This design comes from an exercise in tuning for small area, a short achievable clock period and few clock cycles per item on the open sky130 flow, not from production work. RTL that was checked went through simulation tests only; none was proved equivalent to the original. Power is estimated from default activity; no workload was simulated.

## Divider
module Divider(CLK, CS, WE, SN, AD, DI, DO, DONE);
    input CLK;
    input CS;
    input WE;
    input SN;
    input AD;
    input [17:0] DI;
    output DONE;
    output [17:0] DO;
    reg [17:0] R;        
    reg [18:0] D;        
    reg [17:0] Q;        
    reg [4:0]  K;        
    reg [4:0]  L;        
    reg        busy;
    reg        first;
    reg        neg_quo;
    reg        neg_rem;
    function [4:0] lzc;
        input [17:0] x;
        integer i;
        begin
            lzc = 5'd18;
            for (i = 0; i < 18; i = i + 1)
                if (x[i]) lzc = 5'd17 - i;
        end
    endfunction
    wire        wr_n = CS & WE & ~AD;
    wire        wr_d = CS & WE & AD;
    wire        neg_in = SN & DI[17];
    wire        di_zero = (DI == 18'd0);
    wire        neg_q_in = neg_quo ^ neg_in;
    wire [17:0] por;
    genvar m;
    generate for (m = 0; m < 18; m = m + 1) begin : po
        if (m == 0) begin : z
            assign por[m] = 1'b0;
        end else begin : o
            assign por[m] = |DI[m-1:0];
        end
  ...
Size in the first run: ~69 flip-flops, ~6000 um^2 of cells after synthesis.
==> module Divider, before the edit <==
module Divider(CLK, CS, WE, SN, AD, DI, DO, DONE);
    input CLK;
    input CS;
    input WE;
    input SN;
    input AD;
    input [17:0] DI;
    output DONE;
    output [17:0] DO;
    reg [17:0] R;        
    reg [18:0] D;        
    reg [17:0] Q;        
    reg [4:0]  K;        
    reg [4:0]  L;        
    reg        busy;
    reg        first;
    reg        neg_quo;
    reg        neg_rem;
    function [4:0] lzc;
        input [17:0] x;
        integer i;
        begin
            lzc = 5'd18;
            for (i = 0; i < 18; i = i + 1)
                if (x[i]) lzc = 5'd17 - i;
        end
    endfunction
    wire        wr_n = CS & WE & ~AD;
    wire        wr_d = CS & WE & AD;
    wire        neg_in = SN & DI[17];
    wire        di_zero = (DI == 18'd0);
    wire        neg_q_in = neg_quo ^ neg_in;
    wire [17:0] por;
    genvar m;
    generate for (m = 0; m < 18; m = m + 1) begin : po
        if (m == 0) begin : z
            assign por[m] = 1'b0;
        end else begin : o
            assign por[m] = |DI[m-1:0];
        end
    end endgenerate
    wire [17:0] nmag = DI ^ ({18{~neg_in}} & por);
    wire [4:0]  lz_in = lzc(~nmag);              
    wire [4:0]  kk = K - L;
    wire        q_zero = first & (K < L);        
    wire        align = first & (K > L);
    wire        step = busy & ~first | first & (K == L);
    wire        pre = first & neg_quo;           
    wire [18:0] a = {neg_rem & R[17], R};
    wire [18:0] sg [0:5];
    wire [18:0] sp [0:5];
    assign sg[0] = a & D;
    assign sp[0] = a ^ D;
    genvar l, i;
    generate for (l = 0; l < 5; l = l + 1) begin : lv
        for (i = 0; i < 19; i = i + 1) begin : b
            if ((i >> l) & 1) begin : m
                localparam integer j = ((i >> l) << l) - 1;
                assign sg[l+1][i] = sg[l][i] | (sp[l][i] & sg[l][j]);
                assign sp[l+1][i] = sp[l][i] & sp[l][j];
            end else begin : t
                assign sg[l+1][i] = sg[l][i];
                assign sp[l+1][i] = sp[l][i];
            end
        end
    end endgenerate
    wire [17:0] cy = {sg[5][16:0] | (sp[5][16:0] & {17{neg_rem}}), neg_rem};
    wire [17:0] sum = sp[0][17:0] ^ cy;
    wire        sign0 = sp[0][18] ^ sg[5][17];   
    wire        c = sign0 ^ ~neg_rem;            
    assign DONE = ~busy | q_zero;
    assign DO = AD ? R : Q ^ {18{neg_quo}};
    wire [37:0] dsh = {D, {19{neg_rem}}} << kk;
    always @(posedge CLK) begin
        if (wr_n)
            R <= DI;
        else if ((step | pre) & c)
            R <= sum;
        if (wr_d)
            D <= {1'b1, nmag} ^ {19{neg_rem}};
        else if (align)
            D <= dsh[37:19];
        else
            D <= {D[18], D[18:1]};
        if (wr_d)
            Q <= {{17{di_zero | neg_q_in}}, di_zero ^ neg_q_in};
        else if (step)
            Q <= {Q[16:0] & ~{17{pre & c}}, c ^ pre};
        else if (align)
            Q <= 18'd0;
        if (wr_n)
            L <= di_zero ? 5'd18 : lz_in;
        if (wr_d)
            K <= lz_in;
        else if (first)
            K <= kk;
        else
            K <= K - 5'd1;
        if (wr_d) begin
            busy <= ~di_zero;
            first <= ~di_zero;
        end
        else begin
            if (q_zero | step & (first | (K == 5'd0))) busy <= 1'b0;
            first <= 1'b0;
        end
        if (wr_n) begin
            neg_quo <= neg_in;
            neg_rem <= neg_in;
        end
        else if (wr_d)
            neg_quo <= neg_q_in;
    end
endmodule
clock: 5.0 ns
lec_check: 0
abc_area: 1
cap_margin: 20
core_margin: 2
core_utilization: 60
place_density: 0.7
setup_slack_margin: 2.0
slew_margin: 20
standard.sh (not shown) runs the stock make flow with config.mk's settings and CLKGATE_MAP_FILE= SYNTH_SCRIPT=/design/flow/synth_recipe.tcl, a recipe that flattens the netlist after the stock synthesis.
==> flow/flow/run.sh <==
#!/bin/bash
# The standard layout (the standard.sh, unchanged synthesis and steps),
# with the port buffers that buffer_ports inserts made plain buf_2 cells
# instead of the delay buffers it picks by default.
set -euo pipefail
export BUFFER_PORTS_ARGS="-buffer_cell sky130_fd_sc_hd__buf_2"
bash standard.sh > standard.log 2>&1
The first run ran to the end with no violations.
Testbench counts at the start, summed over its fixed seeds: cycles 10,107, items 2,400.
Change:
--- a/flow/design.v
+++ b/flow/design.v
@@ -16,6 +16,7 @@
     reg        first;
     reg        neg_quo;
     reg        neg_rem;
+    reg        q_neg0;   
     function [4:0] lzc;
         input [17:0] x;
         integer i;
@@ -69,7 +70,7 @@
     wire        sign0 = sp[0][18] ^ sg[5][17];   
     wire        c = sign0 ^ ~neg_rem;            
     assign DONE = ~busy | q_zero;
-    assign DO = AD ? R : Q ^ {18{neg_quo}};
+    assign DO = AD ? R : (Q ^ {18{neg_quo}}) & ~{18{q_neg0}};
     wire [37:0] dsh = {D, {19{neg_rem}}} << kk;
     always @(posedge CLK) begin
         if (wr_n)
@@ -83,11 +84,15 @@
         else
             D <= {D[18], D[18:1]};
         if (wr_d)
-            Q <= {{17{di_zero | neg_q_in}}, di_zero ^ neg_q_in};
+            Q <= {{17{di_zero}}, di_zero & ~neg_q_in};
         else if (step)
-            Q <= {Q[16:0] & ~{17{pre & c}}, c ^ pre};
+            Q <= {Q[16:0] & ~{17{pre}}, c & ~pre};
+        if (wr_d)
+            q_neg0 <= neg_q_in & ~di_zero;
         else if (align)
-            Q <= 18'd0;
+            q_neg0 <= 1'b0;
+        else if (step & pre)
+            q_neg0 <= ~c;
         if (wr_n)
             L <= di_zero ? 5'd18 : lz_in;
         if (wr_d)
The changed run ran to the end with no violations.
Setup slack improves by 0.13 ns.
Final area drops by a few percent.
Sequential power climbs by a few percent.
Sequential share of layout area climbs by 1.1 points.
Sequential cell count climbs by 1.
Area after synthesis drops slightly.
Worst hold slack degrades by 0.054 ns.
Total power drops slightly.
Wire length drops slightly.
Fmax climbs by a few percent.
Via count climbs slightly.
Testbench counts after the change, summed over its fixed seeds: cycles 10,107, items 2,400.

========
The RTL this note starts from:
==> flow/design.v <==
module Divider(CLK, CS, WE, SN, AD, DI, DO, DONE);
    input CLK;
    input CS;
    input WE;
    input SN;
    input AD;
    input [17:0] DI;
    output DONE;
    output [17:0] DO;
    reg [17:0] R;        
    reg [18:0] D;        
    reg [17:0] Q;        
    reg [4:0]  K;        
    reg [4:0]  L;        
    reg        busy;
    reg        first;
    reg        neg_quo;
    reg        neg_rem;
    reg        q_neg0;   
    function [4:0] lzc;
        input [17:0] x;
        integer i;
        begin
            lzc = 5'd18;
            for (i = 0; i < 18; i = i + 1)
                if (x[i]) lzc = 5'd17 - i;
        end
    endfunction
    wire        wr_n = CS & WE & ~AD;
    wire        wr_d = CS & WE & AD;
    wire        neg_in = SN & DI[17];
    wire        di_zero = (DI == 18'd0);
    wire        neg_q_in = neg_quo ^ neg_in;
    wire [17:0] por;
    genvar m;
    generate for (m = 0; m < 18; m = m + 1) begin : po
        if (m == 0) begin : z
            assign por[m] = 1'b0;
        end else begin : o
            assign por[m] = |DI[m-1:0];
        end
    end endgenerate
    wire [17:0] nmag = DI ^ ({18{~neg_in}} & por);
    wire [4:0]  lz_in = lzc(~nmag);              
    wire [4:0]  kk = K - L;
    wire        q_zero = first & (K < L);        
    wire        align = first & (K > L);
    wire        step = busy & ~first | first & (K == L);
    wire        pre = first & neg_quo;           
    wire [18:0] a = {neg_rem & R[17], R};
    wire [18:0] sg [0:5];
    wire [18:0] sp [0:5];
    assign sg[0] = a & D;
    assign sp[0] = a ^ D;
    genvar l, i;
    generate for (l = 0; l < 5; l = l + 1) begin : lv
        for (i = 0; i < 19; i = i + 1) begin : b
            if ((i >> l) & 1) begin : m
                localparam integer j = ((i >> l) << l) - 1;
                assign sg[l+1][i] = sg[l][i] | (sp[l][i] & sg[l][j]);
                assign sp[l+1][i] = sp[l][i] & sp[l][j];
            end else begin : t
                assign sg[l+1][i] = sg[l][i];
                assign sp[l+1][i] = sp[l][i];
            end
        end
    end endgenerate
    wire [17:0] cy = {sg[5][16:0] | (sp[5][16:0] & {17{neg_rem}}), neg_rem};
    wire [17:0] sum = sp[0][17:0] ^ cy;
    wire        sign0 = sp[0][18] ^ sg[5][17];   
    wire        c = sign0 ^ ~neg_rem;            
    assign DONE = ~busy | q_zero;
    assign DO = AD ? R : (Q ^ {18{neg_quo}}) & ~{18{q_neg0}};
    wire [37:0] dsh = {D, {19{neg_rem}}} << kk;
    always @(posedge CLK) begin
        if (wr_n)
            R <= DI;
        else if ((step | pre) & c)
            R <= sum;
        if (wr_d)
            D <= {1'b1, nmag} ^ {19{neg_rem}};
        else if (align)
            D <= dsh[37:19];
        else
            D <= {D[18], D[18:1]};
        if (wr_d)
            Q <= {{17{di_zero}}, di_zero & ~neg_q_in};
        else if (step)
            Q <= {Q[16:0], c & ~pre};        
        if (wr_d)
            q_neg0 <= neg_q_in & ~di_zero;
        else if (align)
            q_neg0 <= 1'b0;
        else if (step & pre)
            q_neg0 <= ~c;
        if (wr_n)
            L <= di_zero ? 5'd18 : lz_in;
        if (wr_d)
            K <= lz_in;
        else if (first)
            K <= kk;
        else
            K <= K - 5'd1;
        if (wr_d) begin
            busy <= ~di_zero;
            first <= ~di_zero;
        end
        else begin
            if (q_zero | step & (first | (K == 5'd0))) busy <= 1'b0;
            first <= 1'b0;
        end
        if (wr_n) begin
            neg_quo <= neg_in;
            neg_rem <= neg_in;
        end
        else if (wr_d)
            neg_quo <= neg_q_in;
    end
endmodule
==> flow/config.mk <==
export PLATFORM = sky130hd
export DESIGN_NAME = Divider
export DESIGN_NICKNAME = Divider
export VERILOG_FILES = /design/flow/design.v
export SDC_FILE = /design/flow/constraint.sdc
export NUM_CORES = 4
export LEC_CHECK = 0
export ABC_AREA = 1
export CAP_MARGIN = 20
export CORE_MARGIN = 2
export CORE_UTILIZATION = 60
export PLACE_DENSITY = 0.7
export SETUP_SLACK_MARGIN = 1.9
export SLEW_MARGIN = 20
==> flow/constraint.sdc <==
create_clock -name core_clock -period 5.0 [get_ports {CLK}]
set_input_delay 1.0000 -clock core_clock [delete_from_list [all_inputs] [get_ports {CLK}]]
set_output_delay 1.0000 -clock core_clock [all_outputs]
set_load 0.01 [all_outputs]
Scripts as last shown in full above: flow/flow/run.sh
Next try:
--- a/flow/design.v
+++ b/flow/design.v
@@ -86,7 +86,7 @@
         if (wr_d)
             Q <= {{17{di_zero}}, di_zero & ~neg_q_in};
         else if (step)
-            Q <= {Q[16:0], c & ~pre};        
+            Q <= {Q[16:0] & ~{17{pre}}, c & ~pre};
         if (wr_d)
             q_neg0 <= neg_q_in & ~di_zero;
         else if (align)
Non-clock buffer count is lower by 5; power rises by 0.49%; via count goes down by 1.3%; count of clock-buffer cells in the layout goes down by 1; final cell count drops by 1.9%; sequential share of layout area is about the same; critical path depth is unchanged; hold slack loses 44 ps; utilization is lower by 0.21 points; die area barely changes; fmax increases by 0.42%.
Testbench counts after the change, summed over its fixed seeds: cycles 10,107, items 2,400.
Function not checked in the first run of this note: the RTL went through the layout flow alone.

-- re-timing with driven ports --
The flow's constraints put no driver on any port. The routed layouts listed below were extracted and timed again, unchanged, in two steps. Step 1 assumes that a clkbuf_16 drives the clock port and a buf_2 every other input. Step 2, shift: input delay + t, output delay - t, t = (earliest + latest rising clock arrival at the registers) / 2. This alone moves slack from input paths to output paths. Slacks: ideal / step 1 / step 2; pairs: ideal / step 1.
| run | shift t [ns] | setup slack, ns | worst hold slack (ns) | slew at the worst register clock pin (ns) | worst data-port slew with drivers (ns) |
|---|---|---|---|---|---|
| the first run of note 1 | 0.391 | 1.959 / 1.959 / 1.702 | 0.580 / 0.580 / 0.580 | 0.09 / 0.09 | 0.03 |
| the second run of note 1 | 0.387 | 2.093 / 2.058 / 1.862 | 0.527 / 0.527 / 0.527 | 0.08 / 0.08 | 0.03 |
| the first run of note 2 | 0.395 | 1.958 / 1.931 / 1.615 | 0.578 / 0.578 / 0.578 | 0.09 / 0.09 | 0.04 |
| the second run of note 2 | 0.394 | 1.971 / 1.939 / 1.701 | 0.534 / 0.534 / 0.534 | 0.09 / 0.09 | 0.04 |
After both steps setup and hold are still met in every run listed. For the first run of note 2, which loses most, drivers alone change the setup slack by -0.027 ns; drivers and shift together by -0.343 ns.
